Background: an optimization exercise with open tools, aiming at small area and a short achievable clock period. Do not read the settings as production practice.
The RTL of this run was laid out without a check of its function.

`design/flow/design.v`:
```
module pac(clk, eo, phase, amplitude);
parameter N = 14;
parameter P = 12;
input clk, eo;
input [N-1:0] phase;
output [P-1:0] amplitude;
wire [11:0] i = phase[12] ? ~phase[11:0] : phase[11:0];
wire [4:0] c = i[4:0];
reg [18:0] T;
reg [7:0] S;
always @(*) begin
    case (i[11:5])
        0: T = 19'd0;
        1: T = 19'd6432;
        2: T = 19'd12864;
        3: T = 19'd19296;
        4: T = 19'd25728;
        5: T = 19'd32144;
        6: T = 19'd38560;
        7: T = 19'd44976;
        8: T = 19'd51392;
        9: T = 19'd57792;
        10: T = 19'd64160;
        11: T = 19'd70528;
        12: T = 19'd76896;
        13: T = 19'd83296;
        14: T = 19'd89616;
        15: T = 19'd95936;
        16: T = 19'd102256;
        17: T = 19'd108544;
        18: T = 19'd114840;
        19: T = 19'd121120;
        20: T = 19'd127360;
        21: T = 19'd133592;
        22: T = 19'd139784;
        23: T = 19'd146048;
        24: T = 19'd152192;
        25: T = 19'd158336;
        26: T = 19'd164424;
        27: T = 19'd170528;
        28: T = 19'd176560;
        29: T = 19'd182656;
        30: T = 19'd188656;
        31: T = 19'd194640;
        32: T = 19'd200568;
        33: T = 19'd206520;
        34: T = 19'd212416;
        35: T = 19'd218304;
        36: T = 19'd224096;
        37: T = 19'd229920;
        38: T = 19'd235648;
        39: T = 19'd241400;
        40: T = 19'd247088;
        41: T = 19'd252736;
        42: T = 19'd258368;
        43: T = 19'd263932;
        44: T = 19'd269472;
        45: T = 19'd274944;
        46: T = 19'd280448;
        47: T = 19'd285856;
        48: T = 19'd291224;
        49: T = 19'd296512;
        50: T = 19'd301816;
        51: T = 19'd307040;
        52: T = 19'd312224;
        53: T = 19'd317416;
        54: T = 19'd322496;
        55: T = 19'd327552;
        56: T = 19'd332512;
        57: T = 19'd337496;
        58: T = 19'd342336;
        59: T = 19'd347200;
        60: T = 19'd352024;
        61: T = 19'd356736;
        62: T = 19'd361424;
        63: T = 19'd366048;
        64: T = 19'd370656;
        65: T = 19'd375168;
        66: T = 19'd379616;
        67: T = 19'd384048;
        68: T = 19'd388352;
        69: T = 19'd392672;
        70: T = 19'd396864;
        71: T = 19'd401024;
        72: T = 19'd405120;
        73: T = 19'd409248;
        74: T = 19'd413216;
        75: T = 19'd417152;
        76: T = 19'd421008;
        77: T = 19'd424800;
        78: T = 19'd428544;
        79: T = 19'd432224;
        80: T = 19'd435840;
        81: T = 19'd439352;
        82: T = 19'd442848;
        83: T = 19'd446256;
        84: T = 19'd449600;
        85: T = 19'd452848;
        86: T = 19'd456064;
        87: T = 19'd459224;
        88: T = 19'd462272;
        89: T = 19'd465280;
        90: T = 19'd468184;
        91: T = 19'd471040;
        92: T = 19'd473792;
        93: T = 19'd476576;
        94: T = 19'd479200;
        95: T = 19'd481760;
        96: T = 19'd484264;
        97: T = 19'd486688;
        98: T = 19'd489024;
        99: T = 19'd491328;
        100: T = 19'd493504;
        101: T = 19'd495616;
        102: T = 19'd497728;
        103: T = 19'd499696;
        104: T = 19'd501600;
        105: T = 19'd503424;
        106: T = 19'd505168;
        107: T = 19'd506856;
        108: T = 19'd508448;
        109: T = 19'd509952;
        110: T = 19'd511424;
        111: T = 19'd512808;
        112: T = 19'd514080;
        113: T = 19'd515320;
        114: T = 19'd516480;
        115: T = 19'd517496;
        116: T = 19'd518496;
        117: T = 19'd519396;
        118: T = 19'd520224;
        119: T = 19'd520960;
        120: T = 19'd521648;
        121: T = 19'd522224;
        122: T = 19'd522748;
        123: T = 19'd523200;
        124: T = 19'd523520;
        125: T = 19'd523776;
        126: T = 19'd523968;
        127: T = 19'd524032;
        default: T = 19'd0;
    endcase
end
always @(*) begin
    case (i[11:5])
        0: S = 8'd201;
        1: S = 8'd201;
        2: S = 8'd201;
        3: S = 8'd200;
        4: S = 8'd200;
        5: S = 8'd201;
        6: S = 8'd200;
        7: S = 8'd200;
        8: S = 8'd199;
        9: S = 8'd199;
        10: S = 8'd199;
        11: S = 8'd199;
        12: S = 8'd199;
        13: S = 8'd197;
        14: S = 8'd198;
        15: S = 8'd198;
        16: S = 8'd197;
        17: S = 8'd197;
        18: S = 8'd196;
        19: S = 8'd195;
        20: S = 8'd195;
        21: S = 8'd194;
        22: S = 8'd194;
        23: S = 8'd190;
        24: S = 8'd190;
        25: S = 8'd190;
        26: S = 8'd190;
        27: S = 8'd189;
        28: S = 8'd190;
        29: S = 8'd187;
        30: S = 8'd186;
        31: S = 8'd186;
        32: S = 8'd186;
        33: S = 8'd184;
        34: S = 8'd183;
        35: S = 8'd181;
        36: S = 8'd182;
        37: S = 8'd179;
        38: S = 8'd180;
        39: S = 8'd178;
        40: S = 8'd177;
        41: S = 8'd176;
        42: S = 8'd173;
        43: S = 8'd172;
        44: S = 8'd172;
        45: S = 8'd171;
        46: S = 8'd168;
        47: S = 8'd167;
        48: S = 8'd166;
        49: S = 8'd167;
        50: S = 8'd164;
        51: S = 8'd163;
        52: S = 8'd162;
        53: S = 8'd158;
        54: S = 8'd157;
        55: S = 8'd155;
        56: S = 8'd156;
        57: S = 8'd152;
        58: S = 8'd153;
        59: S = 8'd151;
        60: S = 8'd147;
        61: S = 8'd146;
        62: S = 8'd145;
        63: S = 8'd144;
        64: S = 8'd141;
        65: S = 8'd140;
        66: S = 8'd138;
        67: S = 8'd135;
        68: S = 8'd136;
        69: S = 8'd132;
        70: S = 8'd134;
        71: S = 8'd128;
        72: S = 8'd128;
        73: S = 8'd123;
        74: S = 8'd123;
        75: S = 8'd120;
        76: S = 8'd119;
        77: S = 8'd118;
        78: S = 8'd115;
        79: S = 8'd112;
        80: S = 8'd110;
        81: S = 8'd109;
        82: S = 8'd107;
        83: S = 8'd103;
        84: S = 8'd102;
        85: S = 8'd101;
        86: S = 8'd98;
        87: S = 8'd95;
        88: S = 8'd93;
        89: S = 8'd91;
        90: S = 8'd90;
        91: S = 8'd86;
        92: S = 8'd85;
        93: S = 8'd82;
        94: S = 8'd80;
        95: S = 8'd79;
        96: S = 8'd76;
        97: S = 8'd74;
        98: S = 8'd72;
        99: S = 8'd69;
        100: S = 8'd68;
        101: S = 8'd64;
        102: S = 8'd61;
        103: S = 8'd59;
        104: S = 8'd57;
        105: S = 8'd55;
        106: S = 8'd53;
        107: S = 8'd50;
        108: S = 8'd48;
        109: S = 8'd47;
        110: S = 8'd42;
        111: S = 8'd40;
        112: S = 8'd39;
        113: S = 8'd35;
        114: S = 8'd31;
        115: S = 8'd31;
        116: S = 8'd28;
        117: S = 8'd26;
        118: S = 8'd23;
        119: S = 8'd22;
        120: S = 8'd18;
        121: S = 8'd16;
        122: S = 8'd13;
        123: S = 8'd8;
        124: S = 8'd9;
        125: S = 8'd0;
        126: S = 8'd10;
        127: S = 8'd0;
        default: S = 8'd0;
    endcase
end
wire [19:0] pp [0:5];
assign pp[0] = {20{c[0]}} & (S << 0);
assign pp[1] = {20{c[1]}} & (S << 1);
assign pp[2] = {20{c[2]}} & (S << 2);
assign pp[3] = {20{c[3]}} & (S << 3);
assign pp[4] = {20{c[4]}} & (S << 4);
assign pp[5] = T;
wire [19:0] cs0 = pp[0] ^ pp[1] ^ pp[2];
wire [19:0] cc0 = ((pp[0] & pp[1]) | (pp[0] & pp[2]) | (pp[1] & pp[2])) << 1;
wire [19:0] cs1 = pp[3] ^ pp[4] ^ pp[5];
wire [19:0] cc1 = ((pp[3] & pp[4]) | (pp[3] & pp[5]) | (pp[4] & pp[5])) << 1;
wire [19:0] cs2 = cs0 ^ cc0 ^ cs1;
wire [19:0] cc2 = ((cs0 & cc0) | (cs0 & cs1) | (cc0 & cs1)) << 1;
wire [19:0] cs3 = cs2 ^ cc2 ^ cc1;
wire [19:0] cc3 = ((cs2 & cc2) | (cs2 & cc1) | (cc2 & cc1)) << 1;
wire [19:0] s = cs3 + cc3;
wire [10:0] m = s[18:8];
reg [P-1:0] data;
always @(posedge clk) data <= eo ? (phase[13] ? {1'b0, ~m} : {1'b1, m}) : {P{1'b0}};
assign amplitude = data;
endmodule
module phase_accumulator(clk, reset, mode, fph, word_in, word_out, phase);
    parameter M = 48;
    parameter N = 14;
    input clk, reset, fph;
    input [1:0] mode;
    input  [M-1:0] word_in;
    output [M-1:0] word_out;
    output [N-1:0] phase;
    reg [M-1:0] freq, acc;
    wire run = mode == 2'b00;
    wire wr  = mode == 2'b11;
    wire rd  = mode == 2'b10;
    wire wf = wr & fph;
    wire wa = wr & ~fph;
    assign phase    = acc[M-1:M-N];
    assign word_out = ({M{rd & fph}} & freq) | ({M{rd & ~fph}} & acc);
    wire [M-1:0] g0 = acc & freq;
    wire [M-1:0] p0 = acc ^ freq;
    localparam TOPL = 1 << ($clog2(M) - 2);
    reg [M-1:0] G, P;
    integer l, i;
    always @(*) begin
        G = g0; P = p0;
        for (l = 1; l < M; l = l * 2)
            for (i = 2*l-1; i < M; i = i + 2*l) begin
                G[i] = G[i] | (P[i] & G[i-l]);
                P[i] = P[i] & P[i-l];
            end
        for (l = TOPL; l >= 1; l = l / 2)
            for (i = 3*l-1; i < M; i = i + 2*l) begin
                G[i] = G[i] | (P[i] & G[i-l]);
                P[i] = P[i] & P[i-l];
            end
    end
    wire [M-1:0] sum = p0 ^ {G[M-2:0], 1'b0};
    wire [M-1:0] acc_n = run ? sum : (wa ? word_in : acc);
    always @ (posedge clk, posedge reset)
        if (reset) begin
            freq  <= 'b0;
            acc   <= 'b0;
        end else begin
            acc <= acc_n;
            if (wf) freq <= word_in;
        end
endmodule
module nco_core(clk, reset, mode, fph, word_in, word_out, amplitude);
    parameter M = 48;
    parameter N = 14;
    parameter P = 12;
    input clk, reset, fph;
    input [1:0] mode;
    input  [M-1:0] word_in;
    output [M-1:0] word_out;
    output [P-1:0] amplitude;
    wire [N-1:0] phase;
    phase_accumulator #(.M(M), .N(N)) U2_pa (
        .clk        (clk),
        .reset      (reset),
        .mode       (mode),
        .fph        (fph),
        .word_in    (word_in),
        .word_out   (word_out),
        .phase      (phase)
    );
    pac #(.N(N), .P(P)) U4_pac (
        .clk        (clk),
        .eo         (!reset && mode == 2'b00),
        .phase      (phase),
        .amplitude  (amplitude)
    );
endmodule
```
`design/flow/run.sh`:
```
#!/bin/bash
# synth_recipe.tcl (not shown) runs the flow's synth.tcl, then flattens the netlist and writes it again
# the make line also repeats each setting of config.mk as NAME=value (left out here)
make -C /OpenROAD-flow-scripts/flow DESIGN_CONFIG=/design/flow/config.mk WORK_HOME=/design/flow/orfs CLKGATE_MAP_FILE= SYNTH_SCRIPT=/design/flow/synth_recipe.tcl finish
```
`design/flow/config.mk`:
```
export PLATFORM = sky130hd
export DESIGN_NAME = nco_core
export DESIGN_NICKNAME = nco_core
export VERILOG_FILES = /design/flow/design.v
export SDC_FILE = /design/flow/constraint.sdc
export NUM_CORES = 4
export LEC_CHECK = 0
export ABC_AREA = 1
export CAP_MARGIN = 20
export CORE_MARGIN = 2
export CORE_UTILIZATION = 40
export SETUP_SLACK_MARGIN = 2.5
export SLEW_MARGIN = 20
export SYNTH_MEMORY_MAX_BITS = 65536
```
`design/flow/constraint.sdc`:
```
create_clock -name core_clock -period 7.0 [get_ports {clk}]
set_input_delay 1.4000 -clock core_clock [delete_from_list [all_inputs] [get_ports {clk}]]
set_output_delay 1.4000 -clock core_clock [all_outputs]
set_load 0.01 [all_outputs]
```
==> notes.md <==
[synthesized netlist by cell type, types with 9 or more instances]
cell      count
buf_2        10
dfxtp_1      12
nand3_1      59
xor2_1       11
nand2_2      23
a21oi_1     110
nand4_1       9
o221ai_1     53
o21ai_0     102
ha_1         77
nor2_1       82
inv_1       245
o22ai_1      59
xnor2_1      30
clkbuf_1     38
o211ai_1     15
fa_1         51
buf_6        10
nand2_1     358
dfrtp_1      96
[worst min path at each step]
stage,start,endpoint,slack (ns),depth (start not counted)
final,U2_pa.freq[47],U2_pa.freq[47],0.49,2
after global routing,U2_pa.freq[37],U2_pa.freq[37],0.55,2
after CTS,U2_pa.freq[47],U2_pa.freq[47],0.50,2
after detailed placement,U2_pa.freq[47],U2_pa.freq[47],0.48,2
after global placement,U2_pa.freq[47],U2_pa.freq[47],0.47,2
after floorplan,U2_pa.freq[47],U2_pa.freq[47],0.45,2
[stage by stage]
step	hold slack, ns	util [%]	instances	area, um^2
6_report	0.494	56.8	2148	15800
5_1_grt	0.554	56.8	2148	15800
4_1_cts	0.496	55.1	2125	15300
3_5_place_dp	0.476	47.1	2005	13100
3_3_place_gp	0.473	47.0	2004	13100
2_1_floorplan	0.453	-	1564	11700
[layout by cell type (no fill, tap or decap), types with 20 or more instances in the layout]
cell	instances
nand2_1	293
inv_1	225
buf_4	104
clkdlybuf4s50_1	96
a21oi_1	93
dfrtp_1	91
o21ai_0	88
nor2_1	65
ha_1	59
o22ai_1	51
nand3_1	51
o221ai_1	50
fa_1	47
nand2_4	42
nand2_2	38
xnor2_1	30
nand2_8	20
[cells by family (layout without fill, tap and decap cells)]
logic type,count (synthesis),in the layout,synth area share [%]
AO/OA/AOI/OAI,395,395,21.9
XOR/XNOR,42,42,3.44
adder cells (fa/ha/maj),128,128,17.6
buffers and inverters,322,520,11.8
flip-flops,108,108,23.5
AND/OR/NAND/NOR,569,577,21.8
[registers in the layout, summed over array words and instances (netlist names)]
register / count
U2_pa.acc: 48
U2_pa.freq: 48
U4_pac.data: 12
[timing repair]
action,CTS,global route
setup buffers,92,22
cloned,12,1
gates resized for setup,203,73
pin swaps,68,26
endpoints found under the setup margin,59,49
[worst max-delay path, stage by stage, from the launching register on]
cell       delay [ns]
dfrtp_2          0.44
buf_12           0.16
clkinv_16        0.08
nand2_8          0.05
nand2_8          0.11
ha_4             0.23
nand3_4          0.21
a21oi_4          0.31
a311oi_2         0.08
nor2_1           0.18
a21oi_1          0.07
o211ai_1         0.26
fa_1             0.50
fa_1             0.51
inv_1            0.05
fa_2             0.55
ha_4             0.22
a21oi_4          0.13
o21ai_2          0.08
a21oi_4          0.21
nand2_4          0.11
a21o_1           0.17
a21oi_1          0.11
[final cells by class]
type	count	area (um^2)	area share, %
Tap cell	378	473	3.00
Inverter	254	1030	6.51
Timing Repair Buffer	249	2560	16.2
Timing Repair inverter	1	6.26	0.0396
Clock inverter	7	115	0.729
Clock buffer	9	225	1.43
Multi-Input combinational cell	1142	8730	55.3
Sequential cell	108	2650	16.8
[per-layer routing]
layer,track usage (%),up-vias
met2,52.3,764
met1,41.6,6029
li1,-,5662
met4,16.8,2
met5,0,-
met3,9.69,236
==> notes.md <==
I/O pin total 113; layout cells sized above 1 23.1%; setup slack, reg-to-reg between 2 and 2.5 ns; vias 12,700; #FFs+latches synth 108; worst reg2reg endpoint U4_pac.data[7]; Yosys top cell area share 21.3%; CTS tree yes; Placer Congestion 1.07; worst hold path type reg2reg; Max Fanout on Critical Path 6; Mean Syn Cell Area 7.20 um^2; detailed-router iteration count before antenna repair 7; Post-DP HPWL 31,700 um; post-synthesis cell area about 11,000 um^2; FF-to-FF Start U2_pa.acc[46]; Worst Reg2Reg Path Length in Cells 22; final setup skew approximately 0.015 ns; Die Area 29,500 um^2; register area share after synthesis 23.5%; Routed met3 length 4930 um; # setup viols final 0; fmax 0.204 GHz; Async S/R FF share, synth about nine tenths; Worst setup EP type flop; CTS Buf Count 9; crit path DAT roughly 5.2 ns; Die Height 172 um; synth-to-layout area growth 40.3%; relative slew slack 34.2%; via/cell ratio a little under 6; fin nets 1,946; metal2 WL around 22,000 um; fin worst setup slack between 2 and 2.5 ns; post-synth top area cell dfrtp_1; Filler Cells Inserted 2,610; Synth area leaders dfrtp_1, nand2_1, fa_1; Hold-fix buffers, CTS 0; Final Hold Vio Count 0; max_cap viols 0; CP endpoint U4_pac.data[7]; Worst-Skew Late Latency 0.37 ns; Post-Syn Nets 1,745; residual DRC count 0; WL final 48,400 um; WL met1 roughly 19,000 um; Post-DRT Antenna Nets 0; Crit Path Category reg2reg; initial antenna violation count 2; num rows between 60 and 70; Die W 172 um; Final Slew Violations 0; Root Driver clkbuf_16; status finished clean; synth unique cells 66; Slew @ Worst Pin 0.987 ns; H-tree Lvls 3; WL/cell 22.5 um; Worst Setup SP U2_pa.acc[46]; Port Buffers ~110; Synth Instances 1,564; largest net degree at the start of global routing 97; vias in the first global route 12,500; RSZ-0062 raised after global routing yes; clock period minus worst slack 4.91 ns; fin crit share around 70%; # diodes 0; Max Buffers Root-to-Sink 2; Post-synth top flop dfrtp_1; global-route wire length before repair 73,900 um; Initial Utilization between 40 and 50%; Critical Path Start Type flop; total grt overflow 0; drt initial violations 1,458; GRT Overall Usage 33.3%; Post-synth EDFFs 0; CORE AREA between 20,000 and 30,000 um^2; Required @ worst endpoint 7.29 ns; Sink Count 108; dpl ws between 1 and 1.5 ns; top sig layer met5; Yosys warning count 2; setup_tns 0 ns; CTS clk-pin slew, worst paths roughly 0.08 ns

==> afterwards: timing with drivers on the ports <==
In the flow no input, the clock included, has a driving cell. The finished layout below was timed again as built, in two steps. Step 1 assumes that a clkbuf_16 drives the clock port and a buf_2 every other input. Step 2 adds t to the input delays and takes it off the output delays; t is the mean of the earliest and latest rising clock arrival at the registers after step 1. Input paths then give back, and output paths get back, about the clock's delay inside the block. a / b / c = no drivers / after step 1 / after step 2; a / b = the first two.
t, ns: 0.412
setup slack, ns: 2.089 / 2.089 / 2.089
slew at the worst register clock pin (ns): 0.09 / 0.09
After both steps setup and hold are still met in this run. For this run, drivers alone change the setup slack by 0.000 ns; drivers and shift together by 0.000 ns.
